This is an optimization exercise on Yosys and OpenROAD, whose aim is small area, not a production implementation.
In this exercise RTL edits were held to simulation tests only and were not proved equivalent to the original.
Power is estimated from default activity; no workload was simulated.

==> v2: inputs <==
## ALU_TOP
module ALU_TOP #(parameter width = 16)(
    input [width - 1:0] A,
    input [width - 1:0] B,
    input [3:0] ALU_FUN,
    input clk,rst,
    output  [width - 1:0] Arith_OUT,
    output  Carry_OUT,
    output  Arith_Flag,
    output  [width - 1:0] Logic_OUT,
    output  Logic_Flag,
    output  [width - 1:0] CMP_OUT,
    output  CMP_Flag,
    output  [width - 1:0] Shift_OUT,
    output  Shift_Flag
    );
wire [3:0] enables;
wire A_lt_B, A_eq_B;
decoder d0 (ALU_FUN[3:2],enables);
ARITHMATIC_UNIT #(width) d1 (A,B,ALU_FUN,clk,rst,enables[3],Arith_OUT,Carry_OUT,Arith_Flag,A_lt_B,A_eq_B);
Logic_Unit #(width) d2 (A,B,ALU_FUN[1:0],clk,rst,enables[2],Logic_OUT,Logic_Flag);
CMP_Unit #(width) d3 (ALU_FUN[1:0],A_lt_B,A_eq_B,clk,rst,enables[1],CMP_OUT,CMP_Flag);
Shift_Unit #(width) d4 (A,B,ALU_FUN[1:0],clk,rst,enables[0],Shift_OUT,Shift_Flag);
endmodule
export LEC_CHECK = 0
export CAP_MARGIN = 20
export CORE_MARGIN = 2
export CORE_UTILIZATION = 40
export CTS_BUF_LIST = sky130_fd_sc_hd__clkbuf_4 sky130_fd_sc_hd__clkbuf_8
export PLACE_DENSITY = 0.85
export SETUP_SLACK_MARGIN = -0.5
export SLEW_MARGIN = 20
create_clock -name core_clock -period 33.0 [get_ports {clk}]
standard.sh (not shown) runs the stock make flow with config.mk's settings and CLKGATE_MAP_FILE= SYNTH_SCRIPT=/design/flow/synth_recipe.tcl, a recipe that flattens the netlist after the stock synthesis.
==> flow/flow/run.sh <==
#!/bin/bash
# Own layout flow: the standard flow (standard.sh) with two changes:
#  - synthesis uses flow/my_synth.tcl, which is synth_recipe.tcl plus one step that
#    maps the hm_* gate modules of ARITH_ARRAY onto the matching sky130 cells
#    (flow/hm_map.v) before Yosys's synth, so ABC keeps the array's carry chains;
#  - BUFFER_PORTS_ARGS (if set below) picks the port buffer cell.
# Each tool's full output goes to the ORFS logs under orfs/logs/, and the make
# output to flow_make.log in this folder.
set -euo pipefail
HERE=$(pwd)
export HM_MAP=$HERE/flow/hm_map.v
sed "s#SYNTH_SCRIPT=[^ ]*#SYNTH_SCRIPT=$HERE/flow/my_synth.tcl#" standard.sh > my_standard.sh
grep -q "SYNTH_SCRIPT=$HERE/flow/my_synth.tcl" my_standard.sh
ARGS=()
if [ -f flow/buffer_ports_args ]; then ARGS+=("BUFFER_PORTS_ARGS=$(cat flow/buffer_ports_args)"); fi
bash my_standard.sh "${ARGS[@]}" finish > flow_make.log 2>&1
Other scripts of this flow, unchanged in this note and not shown: flow/flow/buffer_ports_args, flow/flow/hm_map.v, flow/flow/my_synth.tcl
==> v1: changes against v2 <==
--- a/flow/config.mk
+++ b/flow/config.mk
@@ -8,5 +8,5 @@
 export CAP_MARGIN = 20
 export CORE_MARGIN = 2
-export CORE_UTILIZATION = 40
+export CORE_UTILIZATION = 55
 export CTS_BUF_LIST = sky130_fd_sc_hd__clkbuf_4 sky130_fd_sc_hd__clkbuf_8
 export PLACE_DENSITY = 0.85
==> qor summary <==
	v2	v1
Status	no timing/DRC/antenna violations	no timing/DRC/antenna violations
Grt met3 use	4.41%	5.46%
First-pass GRT wire length	48400 um	50200 um
Num tapcells	319	225
Share of final-layout standard cells stronger than drive strength 1	10.5%	11.0%
Final min period	32.08 ns	31.52 ns
Largest stage delay on the critical path	0.64 ns	0.61 ns
Layout non-clock buf frac	7.72%	8.77%
Count of vias placed by the detailed router	10900	11100
Post-layout nets	1679	1695
Share of total power in the clock network	6.3%	5.8%
Post-route standard cell area excluding fillers	0.0111 mm^2	0.0111 mm^2
Wl on met1	11900 um	12000 um
Portion of total power attributed to combinational logic	83.2%	83.8%
DRT iter0 DRCs	1223	1512
Number of setup buffers added after CTS	3	0
Number of gates on the worst path with buffers counted	147	146
Via count of the first global-routing pass	9846	9933
Clock tree cell share of total cell area	0.955%	0.891%
Standby leakage power	0.00503 uW	0.00510 uW
Weighted congestion at the end of routability-driven global placement	1.03	1.05
Critical Path Fanout Max	13	12
Growth of design area from synthesis to finish	16.5%	16.1%
Worst hold slack	6.39 ns	6.39 ns
Wirelength per Cell	16.5 um	17.7 um
Layout filler cell count	2203	1445


==> run G: inputs <==
Another version of the RTL of ALU_TOP (not shown whole).
==> flow/config.mk <==
export PLATFORM = sky130hd
export DESIGN_NAME = ALU_TOP
export DESIGN_NICKNAME = ALU_TOP
export VERILOG_FILES = /design/flow/design.v
export SDC_FILE = /design/flow/constraint.sdc
export NUM_CORES = 4
export LEC_CHECK = 0
export CAP_MARGIN = 20
export CORE_MARGIN = 2
export CORE_UTILIZATION = 40
export CTS_BUF_LIST = sky130_fd_sc_hd__clkbuf_4 sky130_fd_sc_hd__clkbuf_8
export PLACE_DENSITY = 0.75
export SETUP_SLACK_MARGIN = -0.5
export SLEW_MARGIN = 20
==> flow/constraint.sdc <==
create_clock -name core_clock -period 33.0 [get_ports {clk}]
set_input_delay 6.6000 -clock core_clock [delete_from_list [all_inputs] [get_ports {clk}]]
set_output_delay 6.6000 -clock core_clock [all_outputs]
set_load 0.01 [all_outputs]
==> flow/flow/buffer_ports_args <==
-buffer_cell sky130_fd_sc_hd__buf_1
==> flow/flow/hm_map.v <==
module hm_nand2 (A, B, Y);
  input A, B;
  output Y;
  sky130_fd_sc_hd__nand2_1 _TECHMAP_REPLACE_ (.A(A), .B(B), .Y(Y));
endmodule

module hm_nor2 (A, B, Y);
  input A, B;
  output Y;
  sky130_fd_sc_hd__nor2_1 _TECHMAP_REPLACE_ (.A(A), .B(B), .Y(Y));
endmodule

module hm_xor2 (A, B, X);
  input A, B;
  output X;
  sky130_fd_sc_hd__xor2_1 _TECHMAP_REPLACE_ (.A(A), .B(B), .X(X));
endmodule

module hm_xnor2 (A, B, Y);
  input A, B;
  output Y;
  sky130_fd_sc_hd__xnor2_1 _TECHMAP_REPLACE_ (.A(A), .B(B), .Y(Y));
endmodule

module hm_a21oi (A1, A2, B1, Y);
  input A1, A2, B1;
  output Y;
  sky130_fd_sc_hd__a21oi_1 _TECHMAP_REPLACE_ (.A1(A1), .A2(A2), .B1(B1), .Y(Y));
endmodule

module hm_o21ai (A1, A2, B1, Y);
  input A1, A2, B1;
  output Y;
  sky130_fd_sc_hd__o21ai_1 _TECHMAP_REPLACE_ (.A1(A1), .A2(A2), .B1(B1), .Y(Y));
endmodule

module hm_inv (A, Y);
  input A;
  output Y;
  sky130_fd_sc_hd__inv_1 _TECHMAP_REPLACE_ (.A(A), .Y(Y));
endmodule

module hm_mux2i (A0, A1, S, Y);
  input A0, A1, S;
  output Y;
  sky130_fd_sc_hd__mux2i_1 _TECHMAP_REPLACE_ (.A0(A0), .A1(A1), .S(S), .Y(Y));
endmodule

module hm_a22o (A1, A2, B1, B2, X);
  input A1, A2, B1, B2;
  output X;
  sky130_fd_sc_hd__a22o_1 _TECHMAP_REPLACE_ (.A1(A1), .A2(A2), .B1(B1), .B2(B2), .X(X));
endmodule

module hm_nor2b (A, B_N, Y);
  input A, B_N;
  output Y;
  sky130_fd_sc_hd__nor2b_1 _TECHMAP_REPLACE_ (.A(A), .B_N(B_N), .Y(Y));
endmodule

module hm_a2bb2o (A1_N, A2_N, B1, B2, X);
  input A1_N, A2_N, B1, B2;
  output X;
  sky130_fd_sc_hd__a2bb2o_1 _TECHMAP_REPLACE_ (.A1_N(A1_N), .A2_N(A2_N), .B1(B1), .B2(B2), .X(X));
endmodule
==> flow/flow/my_synth.tcl <==
# Standard synthesis (synth_recipe.tcl) with one extra step: before Yosys's synth
# command, the small gate modules hm_* of ARITH_ARRAY are replaced by the
# matching sky130 cells (flow/hm_map.v), so that ABC keeps the array's structure.
set ::hm_done 0
proc synth {args} {
  if {!$::hm_done} {
    set ::hm_done 1
    yosys techmap -map $::env(HM_MAP)
  }
  yosys synth -nofsm -noshare {*}$args
}
source $::env(SCRIPTS_DIR)/synth.tcl
# left out here: clear keep_hierarchy, flatten, clean up, hide names made inside functions, write 1_2_yosys.v
Scripts as last shown in full above: flow/flow/run.sh
==> run R (differences from run G) <==
CTS_BUF_LIST = not set   (was sky130_fd_sc_hd__clkbuf_4 sky130_fd_sc_hd__clkbuf_8)
==> results.sh <==
export IMPL_final_cell_mix="nand2_1, nor2_1, xor2_1, xnor2_1, a21oi_1"
export IMPL_fin_area_mm2=0.0113
export IMPL_cpPeakStageDelay_ns=0.31
export IMPL_utilization=0.477
export IMPL_p_clk_frac=0.056
export IMPL_cp_buffers_inverters=9
export IMPL_status="complete, no violations"
export IMPL_use_met1=0.304
export IMPL_relSlewSlack=0.394
(the above is from run G)
==> results.sh <==
export IMPL_status="complete, no violations"
export IMPL_utilization=0.479
export IMPL_p_clk_frac=0.074
export IMPL_fin_area_mm2=0.0113
export IMPL_use_met1=0.304
export IMPL_cpPeakStageDelay_ns=0.32
export IMPL_final_cell_mix="nand2_1, nor2_1, xor2_1, xnor2_1, a21oi_1"
export IMPL_cp_buffers_inverters=7
(the above is from run R)

## port drivers added, routing unchanged
The results above use ideal ports. As a check the final layouts listed here were re-extracted and re-timed, cells and wires unchanged.
Step 1: set_driving_cell puts a clkbuf_16 on clk and a buf_2 on each other input, an assumption about the parent block.
Step 2, shift: input delay + t, output delay - t, t = (earliest + latest rising clock arrival at the registers) / 2. This alone moves slack from input paths to output paths.
a / b / c = ideal / step 1 / step 2; a / b = the first two.
| run | t, ns | setup WS [ns] | worst setup path after step 2 |
|---|---|---|---|
| v2 | 0.355 | 0.920 / 0.927 / 0.572 | input to register |
| v1 | 0.358 | 1.482 / 1.483 / 1.124 | input to register |
| run G | 0.355 | 1.723 / 1.730 / 1.375 | input to register |
| run R | 0.340 | 1.698 / 1.706 / 1.366 | input to register |
After both steps every run listed still meets setup and hold. For v1, which loses most, drivers alone change the setup slack by +0.001 ns; drivers and shift together by -0.358 ns.
